Context: an optimization exercise on an open-source flow, tuned for small area and a short achievable clock period. The choices shown serve that exercise and are no tape-out recipe. Only simulation tests tie the RTL to the original design; equivalence was not proved.

==> flow/design.v (outline; a module is shown in full before it is edited, if it fits) <==
// module AluAdder: 454 lines
// module g_inv: 5 lines
// module g_nand2: 5 lines
// module g_nand3: 5 lines
// module g_nand4: 5 lines
// module g_nor2: 5 lines
// module g_or3: 5 lines
// module g_nor3: 5 lines
// module g_o22ai: 5 lines
// module g_and2: 5 lines
// module g_xor2: 5 lines
// module g_xnor2: 5 lines
// module g_a21oi: 5 lines
// module g_o21ai: 5 lines
// module g_a21o: 5 lines
// module g_a22oi: 5 lines
// module g_a222oi: 5 lines
// module g_fa: 5 lines
// module g_ha: 5 lines
// module ALU32Bit: 75 lines
// module RFReadBit: 33 lines
// module BoothMul32: 2603 lines
// module TopProcessor: 89 lines
module TopProcessor(Clk, Reset, InstrAddr, Instruction, DataAddr, DataWData, MemWrite, MemRead, DataRData, WriteData);
  // ...
==> flow/flow/run.sh <==
#!/bin/bash
# Own layout flow: the standard synthesis unchanged, then ORFS from
# floorplan to finish with four knobs the flow settings cannot reach:
#  - a larger setup margin for the timing repair steps,
#  - repair of the worst path only (no total-negative-slack repair),
#  - buf_2 cells as the port buffers,
#  - sizing not held to the same cell footprint.
# Each step's full output goes to its own log in this folder.
set -euo pipefail
MARGIN=10
bash standard.sh synth > synth.log 2>&1
sed -e "s|\"\${@:-finish}\"|SETUP_SLACK_MARGIN=$MARGIN TNS_END_PERCENT=0 MATCH_CELL_FOOTPRINT=0 BUFFER_PORTS_ARGS='-buffer_cell sky130_fd_sc_hd__buf_2' \"\${@:-finish}\"|" standard.sh > layout.sh
bash layout.sh > layout.log 2>&1
==> flow/standard.sh <==
#!/bin/bash
# synth_recipe.tcl (not shown) runs the flow's synth.tcl, then flattens the netlist and writes it again
# the make line also repeats each setting of config.mk as NAME=value (left out here)
make -C /OpenROAD-flow-scripts/flow DESIGN_CONFIG=/design/flow/config.mk WORK_HOME=/design/flow/orfs CLKGATE_MAP_FILE= SYNTH_SCRIPT=/design/flow/synth_recipe.tcl "${@:-finish}"
==> flow/config.mk <==
export PLATFORM = sky130hd
export DESIGN_NAME = TopProcessor
export DESIGN_NICKNAME = TopProcessor
export VERILOG_FILES = /design/flow/design.v
export SDC_FILE = /design/flow/constraint.sdc
export NUM_CORES = 4
export LEC_CHECK = 0
export CAP_MARGIN = 20
export CORE_MARGIN = 2
export CORE_UTILIZATION = 55
export SETUP_SLACK_MARGIN = 5
export SLEW_MARGIN = 20
export SYNTH_HIERARCHICAL = 1
==> flow/constraint.sdc <==
create_clock -name core_clock -period 24.0 [get_ports {Clk}]
set_input_delay 4.8000 -clock core_clock [delete_from_list [all_inputs] [get_ports {Clk}]]
set_output_delay 4.8000 -clock core_clock [all_outputs]
set_load 0.01 [all_outputs]
==> flow_summary.yaml, run 1 <==
worst_setup_path:
  cp_slowest_cell: "a222oi_1"
  crit_family: "adder cells"
  r2r-end: "RF[503]"
  worstPathCellList: "buf_2, nand2b_4, nor3_2, buf_4, a222oi_1, nand4_1, nor3_2, buf_4, o22ai_1, xnor2_1, fa_1, fa_1, fa_1, fa_1, fa_1, xnor2_4, o21ai_1, a21oi_2, o21ai_1, a21oi_2, o21ai_1, xnor2_1, a21o_1, buf_2"
  worstRegToRegCells: 25
finish:
  multi_input_area_mm2: 0.03069
  fin_cells: 6978
  top_regs: "RF (992), PC (30)"
  largest_class: "multi-input combinational cells"
  seq-cell-share_pct: 41.63
  buf_share_pct: 8.294
die:
  core_mm2: 0.1093
  die_h_um: 336.5
synthesis:
  synth.area.mux_share_pct: 2.683
  yosysWarnings: 8
  synth_common_cells: "edfxtp_1 (992), a222oi_1 (642), nand2_1 (361), xnor2_1 (361), o22ai_1 (264)"
  netlist.area_leader.share_pct: 48.99
  synthTopCellsByArea: "edfxtp_1 (49%), a222oi_1 (11%), fa_1 (6.9%), xnor2_1 (5.2%), o22ai_1 (2.7%)"
  synth_top_area_cell: "edfxtp_1"
  ys_ff_latch: 1022
global_routing:
  use_met2_pct: 66.45
  antenna_found_initial: 9
  top_usage_layer: "met2"
timing:
  max_slew.worst_pin.slew_ns: 1.176
  setup_ws_ns: 6.993
  final.min_clock_period_ns: 17.01
  slew_headroom_pct: 21.38
  timing.final.max_slew_violations: 0
detailed_routing:
  highest_layer: "met5"
  drtAntennaViolNets: 0
  drc: 0
  routedWlPerCell_um: 39.27
min_path:
  holdPathStages: 2
status:
  status: "complete, no violations"
placed_design:
  place_congestion: 0.9930
==> run 2: changes to the inputs <==
--- a/flow/flow/run.sh
+++ b/flow/flow/run.sh
@@ -7,7 +7,7 @@
 #  - sizing not held to the same cell footprint.
 # Each step's full output goes to its own log in this folder.
 set -euo pipefail
-MARGIN=10
+MARGIN=8.5
 bash standard.sh synth > synth.log 2>&1
 sed -e "s|\"\${@:-finish}\"|SETUP_SLACK_MARGIN=$MARGIN TNS_END_PERCENT=0 MATCH_CELL_FOOTPRINT=0 BUFFER_PORTS_ARGS='-buffer_cell sky130_fd_sc_hd__buf_2' \"\${@:-finish}\"|" standard.sh > layout.sh
 bash layout.sh > layout.log 2>&1
--- a/flow/config.mk
+++ b/flow/config.mk
@@ -5,9 +5,11 @@
 export SDC_FILE = /design/flow/constraint.sdc
 export NUM_CORES = 4
 export LEC_CHECK = 0
-export CAP_MARGIN = 20
+export CAP_MARGIN = 10
 export CORE_MARGIN = 2
 export CORE_UTILIZATION = 55
+export CTS_CLUSTER_DIAMETER = 80
+export CTS_CLUSTER_SIZE = 20
 export SETUP_SLACK_MARGIN = 5
-export SLEW_MARGIN = 20
+export SLEW_MARGIN = 10
 export SYNTH_HIERARCHICAL = 1
==> run 2 against run 1 <==
Against the previous run:
- sequential cell count unchanged
- clock skew decreased by 0.025 ns
- critical path depth increased by 1
- via count decreased by 1.2%
- critical endpoint is now WriteData[28]
==> flow_summary.yaml, run 2 <==
status:
  status: "complete, no violations"
placed_design:
  place_congestion: 0.9930
  place_hpwl_um: 159700
  io_buffers: 193
  dpl_cell_area_mm2: 0.06493
min_path:
  holdPathStages: 2
  hp-class: "reg2reg"
finish:
  final_nets: 5659
  final_common_cell: "edfxtp_1"
  nFillCells: 8440
  synthToLayoutAreaGrowth_pct: 15.65
  largest_reg_flops: 992
  final_layout_size_suffix_gt1_share_pct: 21.22
  top_regs: "RF (992), PC (30)"
  layout_common_cells: "edfxtp_1 (992), a222oi_1 (642), nand2_1 (341)"
  largest_register: "RF"
  fin_area_mm2: 0.07033
worst_setup_path:
  endpoint: "WriteData[28]"
  cpMostUsedCell: "fa_1"
  reg2reg_slack_ns: 16.38
  cpPeakStageDelay_ns: 0.62
  rr_startpoint: "RF[21]"
  cp_slowest_cell: "nand4_1"
  cp_max_fo: 32
  r2r-end: "RF[605]"
  worstRegToRegCells: 23
  end_kind: "primary output"
  cp.arrival_ns: 12.16
  critPathKind: "in2out"
  cp.required_ns: 19.20
  critPathLaunch: "Instruction[22]"
  crit_path_start_kind: "input pin"
detailed_routing:
  wirelength_um: 270600
  num_vias: 53150
  drt_pass1_iterations: 13
  drt-initial-drc-count: 11650
  routedWlPerCell_um: 39.61
  drtAntennaViolNets: 0
  viasPerCell: 7.778
  drc: 0
synthesis:
  synth.area.mux_share_pct: 2.683
  ys_seq_area_share_pct: 49.97
  yosys.area_share.simple_pct: 9.242
  synth_top_family_by_area: "compound AO/OA/AOI/OAI gates"
  avgSynthCellArea_um2: 12.43
  synthTopCellsByArea: "edfxtp_1 (49%), a222oi_1 (11%), fa_1 (6.9%), xnor2_1 (5.2%), o22ai_1 (2.7%)"
  synth_cell_types: 89
  synth_compound_area_share_pct: 19.90
  synthArstFlopShare_pct: 0
  synthAdderAreaFrac_pct: 7.975
  yosysWarnings: 8
  syn_area_mm2: 0.06081
  synth_xor_area_share_pct: 6.856
  netlist.area_leader.share_pct: 48.99
  ys.flop_type: "edfxtp_1"
  synth_top_area_cell: "edfxtp_1"
  synth.most_common_cell: "edfxtp_1"
  syn_inst: 4892
  synth_edf_count: 992
  ys_ff_latch: 1022
  synth_common_cells: "edfxtp_1 (992), a222oi_1 (642), nand2_1 (361), xnor2_1 (361), o22ai_1 (264)"
die:
  rows: 121
  core_mm2: 0.1093
  start_util_pct: 55.63
  io_pins: 196
  die_h_um: 336.5
  dieArea_mm2: 0.1132
  chipWidth_um: 336.5
cts:
  insertion_delay_ns: 0.72
  cts_made_buffers: 60
  clk_pin_slew_worst_paths_ns: 0.08
  cts_tree: "yes"
  cts-root-buf: "clkbuf_16"
  cts_sinks: 1022
  htreeDepth: 2
  clockBufferDepth: 3
timing:
  setup_tns_ns: 0
  timing.final.max_slew_violations: 0
  slew_headroom_pct: 19.06
  rsz0062_at_grt: "yes"
  finalClockSkew_ns: 0.05104
  final.period_utilization_pct: 70.67
  fmax_mhz: 58.96
  setup_viol: 0
  final.min_clock_period_ns: 16.96
  hold_viol_final: 0
  max_slew.worst_pin.slew_ns: 1.214
global_routing:
  first_global_vias: 49620
  grt_pass1_wl_um: 370800
  grt_start_max_net_pins: 65
  antenna_found_initial: 14
  grt_use_total_pct: 46.63
  globalRoute.totalOverflow: 0
flow_run:
  drv_cap: 0
-- run 2: through the flow --
stage / utilization, % / hold WS (ns) / worst slack [ns] / instances
after floorplan: - / 0.5444 / 5.823 / 4893
after global placement: 59.40 / 0.5400 / 4.816 / 6549
after detailed placement: 59.40 / 0.5484 / 4.807 / 6549
after CTS: 64.13 / 0.5639 / 7.311 / 6819
after global routing: 64.33 / 0.6097 / 6.977 / 6830
final: 64.34 / 0.5659 / 7.039 / 6833
-- run 2: cells by family after synthesis --
logic type | count (synthesis)
AOI/OAI and AO/OA | 1507
xor gates and xnor gates | 476
muxes | 116
buffers and inverters | 393
DFF | 1022
other | 1
and+or+nand+nor | 1116
adders and majority gates | 261
-- run 2: worst min path at each step --
stage	startpoint	end	slack (ns)
after global placement	PC[24]	PC[24]	0.54
final	PC[24]	PC[24]	0.57
after CTS	PC[24]	PC[24]	0.56
after global routing	PC[24]	PC[24]	0.61
after detailed placement	PC[24]	PC[24]	0.55
after floorplan	PC[24]	PC[24]	0.54
-- run 2: Yosys stat by module (local to each module, per instance), a selection --
module	times used	flip-flops and latches	area, um^2
AluAdder	1	0	720.7
g_nand3	64	0	5.005
g_a222oi	640	0	10.01
BoothMul32	1	0	240.2
g_nand2	193	0	3.754
TopProcessor	1	1022	33880
-- run 2: timing repair --
| item | in CTS | in global routing |
|---|---|---|
| endpoints found under the setup margin | 52 | 49 |
| resized for setup | 360 | 26 |
| gates cloned | 31 | 2 |
| hold buffers | 0 | 0 |
| setup buffers | 160 | 4 |
| pin swaps | 153 | 16 |
-- run 2: layer usage --
metal,routed length (um),up-vias,share of wire (%),global-route usage (%)
li1,-,21100,-,-
met1,89440,25910,33,58.54
met2,112000,4966,41,67.21
met3,43550,1166,16,15.78
met4,25400,10,9.4,34.34
met5,218,-,0.081,0
-- run 2: cell type report --
type	count	area [um^2]	area share, %
Inverter	167	631.9	0.8984
Antenna cell	8	20.02	0.02846
Clock buffer	72	1568	2.229
Multi-Input combinational cell	3487	30360	43.17
Clock inverter	7	130.1	0.1850
Timing Repair Buffer	594	5385	7.657
Tap cell	1476	1847	2.626
Sequential cell	1022	30390	43.21
-- run 2: worst max-delay path, delay by kind of cell --
kind	cells	cell delay, ns
compound gates	4	1.05
xor+xnor	3	0.55
fa+ha+maj	5	2.38
buf+inv	5	1.18
simple gates	8	2.09
==> run 3: changes to the inputs <==
--- a/flow/flow/run.sh
+++ b/flow/flow/run.sh
@@ -7,7 +7,7 @@
 #  - sizing not held to the same cell footprint.
 # Each step's full output goes to its own log in this folder.
 set -euo pipefail
-MARGIN=8.5
+MARGIN=7.2
 bash standard.sh synth > synth.log 2>&1
 sed -e "s|\"\${@:-finish}\"|SETUP_SLACK_MARGIN=$MARGIN TNS_END_PERCENT=0 MATCH_CELL_FOOTPRINT=0 BUFFER_PORTS_ARGS='-buffer_cell sky130_fd_sc_hd__buf_2' \"\${@:-finish}\"|" standard.sh > layout.sh
 bash layout.sh > layout.log 2>&1
==> run 3 against run 2 <==
Against the previous run:
- final cell count grew 0.42%
- largest cell class is now multi-input combinational cells
- critical path depth grew 5
- critical endpoint is now WriteData[31]
- first-iteration DRC count grew 2.7%
==> flow_summary.yaml, run 3 <==
status:
  status: "complete, no violations"
synthesis:
  synth_cell_types: 89
  synth_top_area_cell: "edfxtp_1"
  ys_ff_latch: 1022
  netlist.area_leader.share_pct: 48.99
  avgSynthCellArea_um2: 12.43
  ys.flop_type: "edfxtp_1"
  synthTopCellsByArea: "edfxtp_1 (49%), a222oi_1 (11%), fa_1 (6.9%), xnor2_1 (5.2%), o22ai_1 (2.7%)"
  synth_common_cells: "edfxtp_1 (992), a222oi_1 (642), nand2_1 (361), xnor2_1 (361), o22ai_1 (264)"
  syn_area_mm2: 0.06081
  synthArstFlopShare_pct: 0
  yosysWarnings: 8
  synth_edf_count: 992
  ys_seq_area_share_pct: 49.97
  synth.most_common_cell: "edfxtp_1"
  syn_inst: 4892
global_routing:
  grt_start_max_net_pins: 65
  first_global_vias: 49050
  globalRoute.totalOverflow: 0
  grt_use_total_pct: 45.22
  grt_pass1_wl_um: 361100
  antenna_found_initial: 16
worst_setup_path:
  cp_max_fo: 32
  cp_slowest_cell: "nand4_1"
  cp.required_ns: 19.20
  end_kind: "primary output"
  rr_startpoint: "RF[590]"
  cpPeakStageDelay_ns: 0.73
  crit_path_start_kind: "input pin"
  crit_family: "adder cells"
  critPathKind: "in2out"
  cp.arrival_ns: 12.29
  crit_buf_inv: 8
  worstRegToRegCells: 25
  r2r-end: "RF[279]"
  cpMostUsedCell: "fa_1"
  reg2reg_slack_ns: 16.21
die:
  core_mm2: 0.1093
  io_pins: 196
  start_util_pct: 55.63
  rows: 121
  die_h_um: 336.5
  dieArea_mm2: 0.1132
  chipWidth_um: 336.5
timing:
  hold_viol_final: 0
  slew_headroom_pct: 15.93
  final.min_clock_period_ns: 17.09
  finalClockSkew_ns: 0.05071
  setup_tns_ns: 0
  fmax_mhz: 58.53
  timing.final.max_slew_violations: 0
  final.period_utilization_pct: 71.19
  setup_viol: 0
  rsz0062_at_grt: "yes"
  max_slew.worst_pin.slew_ns: 1.261
finish:
  final_common_cell: "edfxtp_1"
  largest_register: "RF"
  final_layout_size_suffix_gt1_share_pct: 22.19
  fin_area_mm2: 0.07082
  final_util_pct: 64.79
  top_regs: "RF (992), PC (30)"
  synthToLayoutAreaGrowth_pct: 16.47
  largest_reg_flops: 992
  layout_common_cells: "edfxtp_1 (992), a222oi_1 (642), nand2_1 (339)"
  final_nets: 5691
detailed_routing:
  drtAntennaViolNets: 0
  routedWlPerCell_um: 39.30
  drt-initial-drc-count: 11960
  viasPerCell: 7.746
  num_vias: 53160
  wirelength_um: 269700
  drt_pass1_iterations: 15
  drc: 0
min_path:
  holdPathEnd: "PC[24]"
  holdPathStages: 2
  holdCritStartpoint: "PC[24]"
  hp-class: "reg2reg"
flow_run:
  drv_cap: 0
cts:
  insertion_delay_ns: 0.73
  htreeDepth: 2
  cts_tree: "yes"
  cts_sinks: 1022
  cts_made_buffers: 60
  clk_pin_slew_worst_paths_ns: 0.08
  clockBufferDepth: 3
  cts-root-buf: "clkbuf_16"
placed_design:
  place_hpwl_um: 159700
  io_buffers: 193
  dpl_cell_area_mm2: 0.06493
  place_congestion: 0.9930
[run 3: cell count changes in the layout (fill, tap and decap cells not counted), sizes merged]
cell / before / now
a21o: 47 / 46
buf: 567 / 600
diode: 8 / 5
[run 3: worst max path at each step]
stage	from	to	slack, ns	cells after the start
CTS	Instruction[21]	WriteData[22]	7.11	24
global placement	Instruction[16]	WriteData[22]	4.82	28
floorplan	Instruction[20]	WriteData[30]	5.82	26
global route	Instruction[16]	WriteData[30]	6.95	28
finish	Instruction[16]	WriteData[31]	6.91	30
detailed placement	Instruction[16]	WriteData[22]	4.81	26
[run 3: final cells by class]
| cell class | instances | area (um^2) |
|---|---|---|
| fillers | 8379 | 38480 |
| multi-input cells | 3486 | 30550 |
| flip-flops and latches | 1022 | 30390 |
| repair buffers | 627 | 5690 |
| well taps | 1476 | 1847 |
| clock buffers | 72 | 1568 |
| inverters | 167 | 634.4 |
| clock inverters | 7 | 130.1 |
| diodes | 5 | 12.51 |
[run 3: per-stage QoR]
step                setup slack [ns]  cells  hold WS (ns)
global placement               4.816   6549        0.5400
floorplan                      5.823   4893        0.5444
finish                         6.914   6862        0.5668
detailed placement             4.807   6549        0.5484
CTS                            7.110   6739        0.5639
global route                   6.953   6860        0.6097
[run 3: cell families (layout without fill, tap and decap cells)]
kind of cell	count (synthesis)	after routing	share of synthesized area, %
buf+inv	393	873	3.366
xor+xnor	476	477	6.856
mux	116	116	2.683
flops	1022	1022	49.97
compound gates	1507	1512	19.90
fa+ha+maj	261	261	7.975
simple gates	1116	1118	9.242
other cells	1	7	0.006167
[run 3: routing by layer]
layer / track usage (%) / share of wire [%] / up-vias
met5: 0.1702 / 0.021 / -
met1: 56.92 / 33 / 25800
met2: 65.47 / 41 / 5073
li1: - / - / 21160
met3: 15.02 / 16 / 1116
met4: 32.72 / 9.3 / 8
[run 3: worst register-to-register path: stages (launching register included)]
cell	delay (ns)
edfxtp_1	0.39
a222oi_1	0.42
nand4_1	0.73
nor3_4	0.49
buf_6	0.18
xnor2_1	0.16
buf_6	0.17
buf_8	0.16
buf_4	0.22
o22ai_1	0.12
xnor2_1	0.16
ha_1	0.32
fa_1	0.51
fa_1	0.44
fa_1	0.51
fa_2	0.49
xnor2_4	0.29
o21ai_2	0.12
a21oi_2	0.14
o21ai_1	0.16
a21oi_2	0.15
o21ai_2	0.09
xnor2_1	0.27
a21o_1	0.29
buf_4	0.15
buf_4	0.36
[run 3: per-module statistics from Yosys (local to each module, per instance), a selection]
module | area, um^2 | copies in the design | flops+latches
BoothMul32 | 240.2 | 1 | 0
g_fa | 20.02 | 210 | 0
TopProcessor | 33880 | 1 | 1022
g_xor2 | 8.758 | 79 | 0
g_o22ai | 6.256 | 256 | 0
g_xnor2 | 8.758 | 349 | 0
g_a222oi | 10.01 | 640 | 0
[run 3: repair_timing]
item,4_1_cts,5_1_grt
resized for setup,222,198
cloned,18,15
buffers inserted,93,103
endpoints found under the setup margin,26,23
hold buffers,0,0
pin swaps,82,144
==> run 4: changes to the inputs <==
--- a/flow/flow/run.sh
+++ b/flow/flow/run.sh
@@ -7,7 +7,7 @@
 #  - sizing not held to the same cell footprint.
 # Each step's full output goes to its own log in this folder.
 set -euo pipefail
-MARGIN=7.2
+MARGIN=7.5
 bash standard.sh synth > synth.log 2>&1
 sed -e "s|\"\${@:-finish}\"|SETUP_SLACK_MARGIN=$MARGIN TNS_END_PERCENT=0 MATCH_CELL_FOOTPRINT=0 BUFFER_PORTS_ARGS='-buffer_cell sky130_fd_sc_hd__buf_2' \"\${@:-finish}\"|" standard.sh > layout.sh
 bash layout.sh > layout.log 2>&1
--- a/flow/config.mk
+++ b/flow/config.mk
@@ -8,8 +8,8 @@
 export CAP_MARGIN = 10
 export CORE_MARGIN = 2
 export CORE_UTILIZATION = 55
-export CTS_CLUSTER_DIAMETER = 80
-export CTS_CLUSTER_SIZE = 20
+export CTS_CLUSTER_DIAMETER = 90
+export CTS_CLUSTER_SIZE = 24
 export SETUP_SLACK_MARGIN = 5
 export SLEW_MARGIN = 10
 export SYNTH_HIERARCHICAL = 1
==> run 4 against run 3 <==
Against the previous run:
- wire length up 1.4%
- via count up 0.99%
- sequential share of layout area is 0.35 points lower
- non-clock buffer count is 37 higher
- sequential cell count did not move
- clock skew shrank 0.0011 ns
- fmax up 0.87%
- die area unchanged
- critical path depth grew 1
- critical path type unchanged
- critical endpoint unchanged
==> flow_summary.yaml, run 4 <==
status:
  status: "complete, no violations"
finish:
  fin_cells: 6896
  top_regs: "RF (992), PC (30)"
  final_common_cell: "edfxtp_1"
  final_util_pct: 65.33
  final_nets: 5720
  multi_input_area_mm2: 0.03089
  fin_area_mm2: 0.07141
  synthToLayoutAreaGrowth_pct: 17.43
  final_layout_size_suffix_gt1_share_pct: 23.67
  nFillCells: 8303
  seq_area_mm2: 0.03039
  layout_common_cells: "edfxtp_1 (992), a222oi_1 (642), nand2_1 (329)"
  largest_register: "RF"
  largest_reg_flops: 992
worst_setup_path:
  critPathKind: "in2out"
  cpMostUsedCell: "fa_1"
  end_kind: "primary output"
  cp.required_ns: 19.20
  cp_max_fo: 32
  reg2reg_slack_ns: 16.42
  worstRegToRegCells: 25
  critPathLaunch: "Instruction[19]"
  r2r-end: "RF[631]"
  crit_path_start_kind: "input pin"
  cpPeakStageDelay_ns: 0.60
  cp.arrival_ns: 12.14
  cp_slowest_cell: "fa_1"
  rr_startpoint: "RF[590]"
timing:
  max_slew.worst_pin.slew_ns: 1.271
  slew_headroom_pct: 15.28
  setup_viol: 0
  rsz0062_at_grt: "yes"
  final.min_clock_period_ns: 16.94
  setup_tns_ns: 0
  hold_viol_final: 0
  finalClockSkew_ns: 0.04959
  final.period_utilization_pct: 70.58
  timing.final.max_slew_violations: 0
  fmax_mhz: 59.04
placed_design:
  placed_cells: 6549
  io_buffers: 193
  dpl_cell_area_mm2: 0.06493
  place_congestion: 0.9930
  place_hpwl_um: 159700
cts:
  cts_made_buffers: 50
  hold_buffers: 0
  cts-root-buf: "clkbuf_16"
  clk_pin_slew_worst_paths_ns: 0.10
  cts_sinks: 1022
  clockBufferDepth: 3
  htreeDepth: 2
  insertion_delay_ns: 0.72
  cts_tree: "yes"
synthesis:
  yosysWarnings: 8
  netlist.area_leader.share_pct: 48.99
  synth_cell_types: 89
  synthTopCellsByArea: "edfxtp_1 (49%), a222oi_1 (11%), fa_1 (6.9%), xnor2_1 (5.2%), o22ai_1 (2.7%)"
  synth_common_cells: "edfxtp_1 (992), a222oi_1 (642), nand2_1 (361), xnor2_1 (361), o22ai_1 (264)"
  synth.most_common_cell: "edfxtp_1"
  ys_ff_latch: 1022
  synth_top_area_cell: "edfxtp_1"
  syn_inst: 4892
  avgSynthCellArea_um2: 12.43
  syn_area_mm2: 0.06081
  ys.flop_type: "edfxtp_1"
  synthArstFlopShare_pct: 0
  synth_edf_count: 992
  ys_seq_area_share_pct: 49.97
detailed_routing:
  routedWlPerCell_um: 39.64
  num_vias: 53680
  drt_pass1_iterations: 13
  wirelength_um: 273300
  viasPerCell: 7.784
  drc: 0
  drt-initial-drc-count: 11970
  drtAntennaViolNets: 0
min_path:
  holdPathEnd: "PC[24]"
  holdPathStages: 2
  hp-class: "reg2reg"
  holdCritStartpoint: "PC[24]"
die:
  chipWidth_um: 336.5
  rows: 121
  start_util_pct: 55.63
  io_pins: 196
  core_mm2: 0.1093
  dieArea_mm2: 0.1132
  die_h_um: 336.5
flow_run:
  drv_cap: 0
global_routing:
  grt_pass1_wl_um: 371900
  globalRoute.totalOverflow: 0
  grt_start_max_net_pins: 65
  first_global_vias: 49910
  antenna_found_initial: 20
  grt_use_total_pct: 46.82
## run 4: final cells by class
| class | instances | share of cell area (%) |
|---|---|---|
| inverter | 167 | 0.8848 |
| clock buffer | 60 | 1.878 |
| tap | 1476 | 2.586 |
| timing repair buffer | 664 | 8.634 |
| multi-input combinational | 3488 | 43.25 |
| clock inverter | 6 | 0.1647 |
| antenna | 13 | 0.04555 |
| sequential | 1022 | 42.55 |
## run 4: repair_timing
action	CTS	global route
cloned	39	5
resized for setup	395	126
buffers inserted	179	45
pin swaps	159	114
endpoints found under the setup margin	28	23
## run 4: Yosys stat by module (local to each module, per instance), excerpt
module / times used / flops+latches / cells / area, um^2
g_inv: 72 / 0 / 1 / 3.754
g_a222oi: 640 / 0 / 1 / 10.01
g_ha: 30 / 0 / 1 / 12.51
g_a21o: 32 / 0 / 1 / 7.507
BoothMul32: 1 / 0 / 32 / 240.2
g_nand4: 128 / 0 / 1 / 6.256
g_xnor2: 349 / 0 / 1 / 8.758
g_nor2: 86 / 0 / 1 / 3.754
AluAdder: 1 / 0 / 96 / 720.7
g_nand2: 193 / 0 / 1 / 3.754
g_fa: 210 / 0 / 1 / 20.02
ALU32Bit: 1 / 0 / 781 / 5151
## run 4: cell families after synthesis
family                     Yosys count  synth area share [%]
DFF                               1022                 49.97
adders and majority gates          261                 7.975
and+or+nand+nor                   1116                 9.242
muxes                              116                 2.683
xor gates and xnor gates           476                 6.856
other                                1              0.006167
AOI/OAI and AO/OA                 1507                 19.90
buffers and inverters              393                 3.366
## run 4: metrics by stage
stage	hold slack, ns	worst slack, ns
final	0.5678	7.061
after CTS	0.5658	7.391
after global placement	0.5400	4.816
after detailed placement	0.5484	4.807
after floorplan	0.5444	5.823
after global routing	0.6116	6.999
## run 4: layer usage
layer	vias to the layer above	track usage (%)	part of all wire (%)
met4	12	36.43	9.5
met3	1159	16.86	16
met5	-	0.08511	0.029
li1	21230	-	-
met2	4984	66.71	41
met1	26300	57.98	33
## run 4: worst max path at each step
| stage | slack, ns | end |
|---|---|---|
| after floorplan | 5.82 | WriteData[30] |
| after global placement | 4.82 | WriteData[22] |
| after detailed placement | 4.81 | WriteData[22] |
| after CTS | 7.39 | WriteData[30] |
| after global routing | 7.00 | WriteData[28] |
| final | 7.06 | WriteData[31] |
## run 4: critical path: cells and delay by family
family	cells	cell delay (ns)
fa+ha+maj	6	2.93
compound gates	4	1.07
buf+inv	8	1.21
simple gates	9	1.45
xor+xnor	4	0.60
==> run 5: changes to the inputs <==
==> flow/flow/run.sh (replaced) <==
#!/bin/bash
# Own layout flow: the standard synthesis unchanged, then ORFS from
# floorplan to finish with four knobs the flow settings cannot reach:
#  - a larger setup margin for the timing repair steps,
#  - repair of the worst path only (no total-negative-slack repair),
#  - buf_1 cells as the port buffers,
#  - sizing not held to the same cell footprint.
# Each step's full output goes to its own log in this folder.
set -euo pipefail
MARGIN=8.5
bash standard.sh synth > synth.log 2>&1
sed -e "s|\"\${@:-finish}\"|SETUP_SLACK_MARGIN=$MARGIN TNS_END_PERCENT=0 MATCH_CELL_FOOTPRINT=0 BUFFER_PORTS_ARGS='-buffer_cell sky130_fd_sc_hd__buf_1' \"\${@:-finish}\"|" standard.sh > layout.sh
bash layout.sh > layout.log 2>&1
--- a/flow/config.mk
+++ b/flow/config.mk
@@ -7,9 +7,9 @@
 export LEC_CHECK = 0
 export CAP_MARGIN = 10
 export CORE_MARGIN = 2
-export CORE_UTILIZATION = 55
-export CTS_CLUSTER_DIAMETER = 90
-export CTS_CLUSTER_SIZE = 24
+export CORE_UTILIZATION = 62
+export CTS_CLUSTER_DIAMETER = 80
+export CTS_CLUSTER_SIZE = 20
 export SETUP_SLACK_MARGIN = 5
 export SLEW_MARGIN = 10
 export SYNTH_HIERARCHICAL = 1
==> run 5 against run 4 <==
Against the previous run:
- first-iteration DRC count increased by 9.9%
- synthesized cell count unchanged
- critical path depth increased by 1
- largest cell class unchanged
==> flow_summary.yaml, run 5 <==
status:
  status: "complete, no violations"
worst_setup_path:
  end_kind: "primary output"
  crit_family: "adder cells"
  cp_slowest_cell: "fa_1"
  crit_path_start_kind: "input pin"
  cp.required_ns: 19.20
  critPathKind: "in2out"
  cp_max_fo: 27
  cpPeakStageDelay_ns: 0.52
  cpMostUsedCell: "fa_1"
  cp.arrival_ns: 12.58
  crit_buf_inv: 9
timing:
  slew_headroom_pct: 12.13
  final.period_utilization_pct: 72.41
  fmax_mhz: 57.54
  finalClockSkew_ns: 0.05510
  final.min_clock_period_ns: 17.38
  timing.final.max_slew_violations: 0
  setup_viol: 0
  setup_tns_ns: 0
  rsz0062_at_grt: "yes"
  max_slew.worst_pin.slew_ns: 1.315
  hold_viol_final: 0
global_routing:
  globalRoute.totalOverflow: 0
  grt_start_max_net_pins: 65
  first_global_vias: 49370
  antenna_found_initial: 10
  grt_pass1_wl_um: 349900
  grt_use_total_pct: 49.08
finish:
  top_regs: "RF (992), PC (30)"
  synthToLayoutAreaGrowth_pct: 13.82
  final_nets: 5601
  largest_reg_flops: 992
  final_common_cell: "edfxtp_1"
  final_layout_size_suffix_gt1_share_pct: 17.35
  final_util_pct: 71.36
  layout_common_cells: "edfxtp_1 (992), a222oi_1 (642), nand2_1 (339)"
  largest_register: "RF"
synthesis:
  synthArstFlopShare_pct: 0
  synth.most_common_cell: "edfxtp_1"
  yosysWarnings: 8
  synth_cell_types: 89
  ys.flop_type: "edfxtp_1"
  syn_inst: 4892
  ys_ff_latch: 1022
  synth_edf_count: 992
  ys_seq_area_share_pct: 49.97
  syn_area_mm2: 0.06081
  synth_top_area_cell: "edfxtp_1"
  synth_common_cells: "edfxtp_1 (992), a222oi_1 (642), nand2_1 (361), xnor2_1 (361), o22ai_1 (264)"
  avgSynthCellArea_um2: 12.43
  synthTopCellsByArea: "edfxtp_1 (49%), a222oi_1 (11%), fa_1 (6.9%), xnor2_1 (5.2%), o22ai_1 (2.7%)"
  netlist.area_leader.share_pct: 48.99
detailed_routing:
  drtAntennaViolNets: 0
  wirelength_um: 255500
  num_vias: 53580
  routedWlPerCell_um: 38.85
  drc: 0
  drt-initial-drc-count: 13170
  viasPerCell: 8.147
  drt_pass1_iterations: 14
die:
  start_util_pct: 62.70
  die_h_um: 317.2
  core_mm2: 0.09699
  io_pins: 196
  rows: 114
  dieArea_mm2: 0.1006
  chipWidth_um: 317.2
cts:
  clk_pin_slew_worst_paths_ns: 0.08
  cts-root-buf: "clkbuf_16"
  cts_sinks: 1022
  cts_made_buffers: 59
  hold_buffers: 0
  cts_tree: "yes"
  insertion_delay_ns: 0.72
  htreeDepth: 2
  clockBufferDepth: 3
min_path:
  hp-class: "reg2reg"
placed_design:
  place_congestion: 0.9992
  io_buffers: 193
  place_hpwl_um: 154600
flow_run:
  drv_cap: 0
run 5: cell counts after synthesis:
No cell type changed its count.
run 5: cell type report:
type / instances / area [um^2]
multi-input cells: 3484 / 30440
flip-flops and latches: 1022 / 30390
fillers: 6830 / 27780
repair buffers: 540 / 4488
well taps: 1276 / 1597
clock buffers: 70 / 1518
inverters: 167 / 635.6
clock inverters: 8 / 122.6
diodes: 10 / 25.02
run 5: logic make-up (layout without fill, tap and decap cells):
logic type / Yosys count / in the layout / share of synthesized area [%]
compound gates: 1507 / 1510 / 19.90
other cells: 1 / 12 / 0.006167
simple gates: 1116 / 1118 / 9.242
flops: 1022 / 1022 / 49.97
mux: 116 / 116 / 2.683
fa+ha+maj: 261 / 261 / 7.975
xor+xnor: 476 / 477 / 6.856
buf+inv: 393 / 785 / 3.366
run 5: stage by stage:
step / instances / hold slack [ns] / instance area (um^2) / setup WS [ns]
6_report: 6577 / 0.5734 / 69220 / 6.622
3_5_place_dp: 6344 / 0.5560 / 64350 / 4.492
3_3_place_gp: 6344 / 0.5412 / 64350 / 4.622
2_1_floorplan: 4893 / 0.5444 / 61050 / 5.823
5_1_grt: 6571 / 0.6046 / 69200 / 6.613
4_1_cts: 6506 / 0.5710 / 67920 / 6.996
run 5: repair_timing:
action / CTS / global route
pin swaps: 91 / 67
cloned: 17 / 14
buffers inserted: 67 / 46
endpoints found under the setup margin: 52 / 47
gates resized for setup: 246 / 112
run 5: routing by layer:
layer	wire [um]	share of wire (%)	track usage, %	vias up
li1	-	-	-	21000
met4	25090	9.8	36.05	14
met3	46620	18	20.55	1270
met5	299	0.12	0.7102	-
met1	81220	32	61.64	25560
met2	102300	40	67.97	5744
run 5: worst register-to-register path, delay by kind of cell (launching register included):
family | cells | cell delay, ns
DFF | 1 | 0.39
xor gates and xnor gates | 4 | 0.67
AOI/OAI and AO/OA | 4 | 1.43
and+or+nand+nor | 7 | 1.41
adders and majority gates | 6 | 2.78
buffers and inverters | 4 | 0.72
run 5: path summary, 6_finish.rpt:
path | from | endpoint | slack, ns | cells after the start
hold / removal | PC[2] | PC[2] | 0.57 | 3
setup / recovery | Instruction[16] | WriteData[31] | 6.62 | 32
setup reg to reg | RF[578] | RF[93] | 16.31 | 25
hold reg to reg | PC[2] | PC[2] | 0.57 | 3
run 5: per-module statistics from Yosys (local to each module, per instance), excerpt:
module,times used,flops+latches,cells inside,cell area [um^2]
g_a21oi,69,0,1,8.758
g_nor3,64,0,1,10.01
g_nor2,86,0,1,3.754
ALU32Bit,1,0,781,5151
BoothMul32,1,0,32,240.2
AluAdder,1,0,96,720.7
g_ha,30,0,1,12.51
g_xor2,79,0,1,8.758

==> static timing again, ports no longer ideal <==
The flow's constraints put no driver on any port. The routed layouts listed below were extracted and timed again, unchanged, in two steps.
Step 1 sets driving cells, clkbuf_16 on the clock port and buf_2 on the other inputs (assumed; they add their load-dependent delay and slew).
Step 2 also shifts input and output timing later by t, the mid clock arrival at the registers, as if the neighbouring blocks saw the same clock.
Slacks: ideal / step 1 / step 2; pairs: ideal / step 1.
run | shift t [ns] | setup WS [ns] | clock arrival spread, ns | slew at the worst register clock pin (ns) | worst data-port slew with drivers (ns)
run 1 | 0.768 | 6.993 / 6.898 / 6.898 | 0.076 / 0.077 | 0.07 / 0.07 | 0.11
run 2 | 0.772 | 7.039 / 6.948 / 6.948 | 0.051 / 0.051 | 0.09 / 0.09 | 0.12
run 3 | 0.774 | 6.914 / 6.836 / 6.836 | 0.050 / 0.050 | 0.10 / 0.10 | 0.11
run 4 | 0.764 | 7.061 / 6.965 / 6.965 | 0.049 / 0.049 | 0.11 / 0.11 | 0.11
run 5 | 0.768 | 6.622 / 6.522 / 6.522 | 0.056 / 0.055 | 0.09 / 0.09 | 0.13
After both steps setup and hold are still met in every run listed. The setup slack of run 5, which loses most, moves by -0.100 ns with the drivers and by -0.100 ns with both steps.
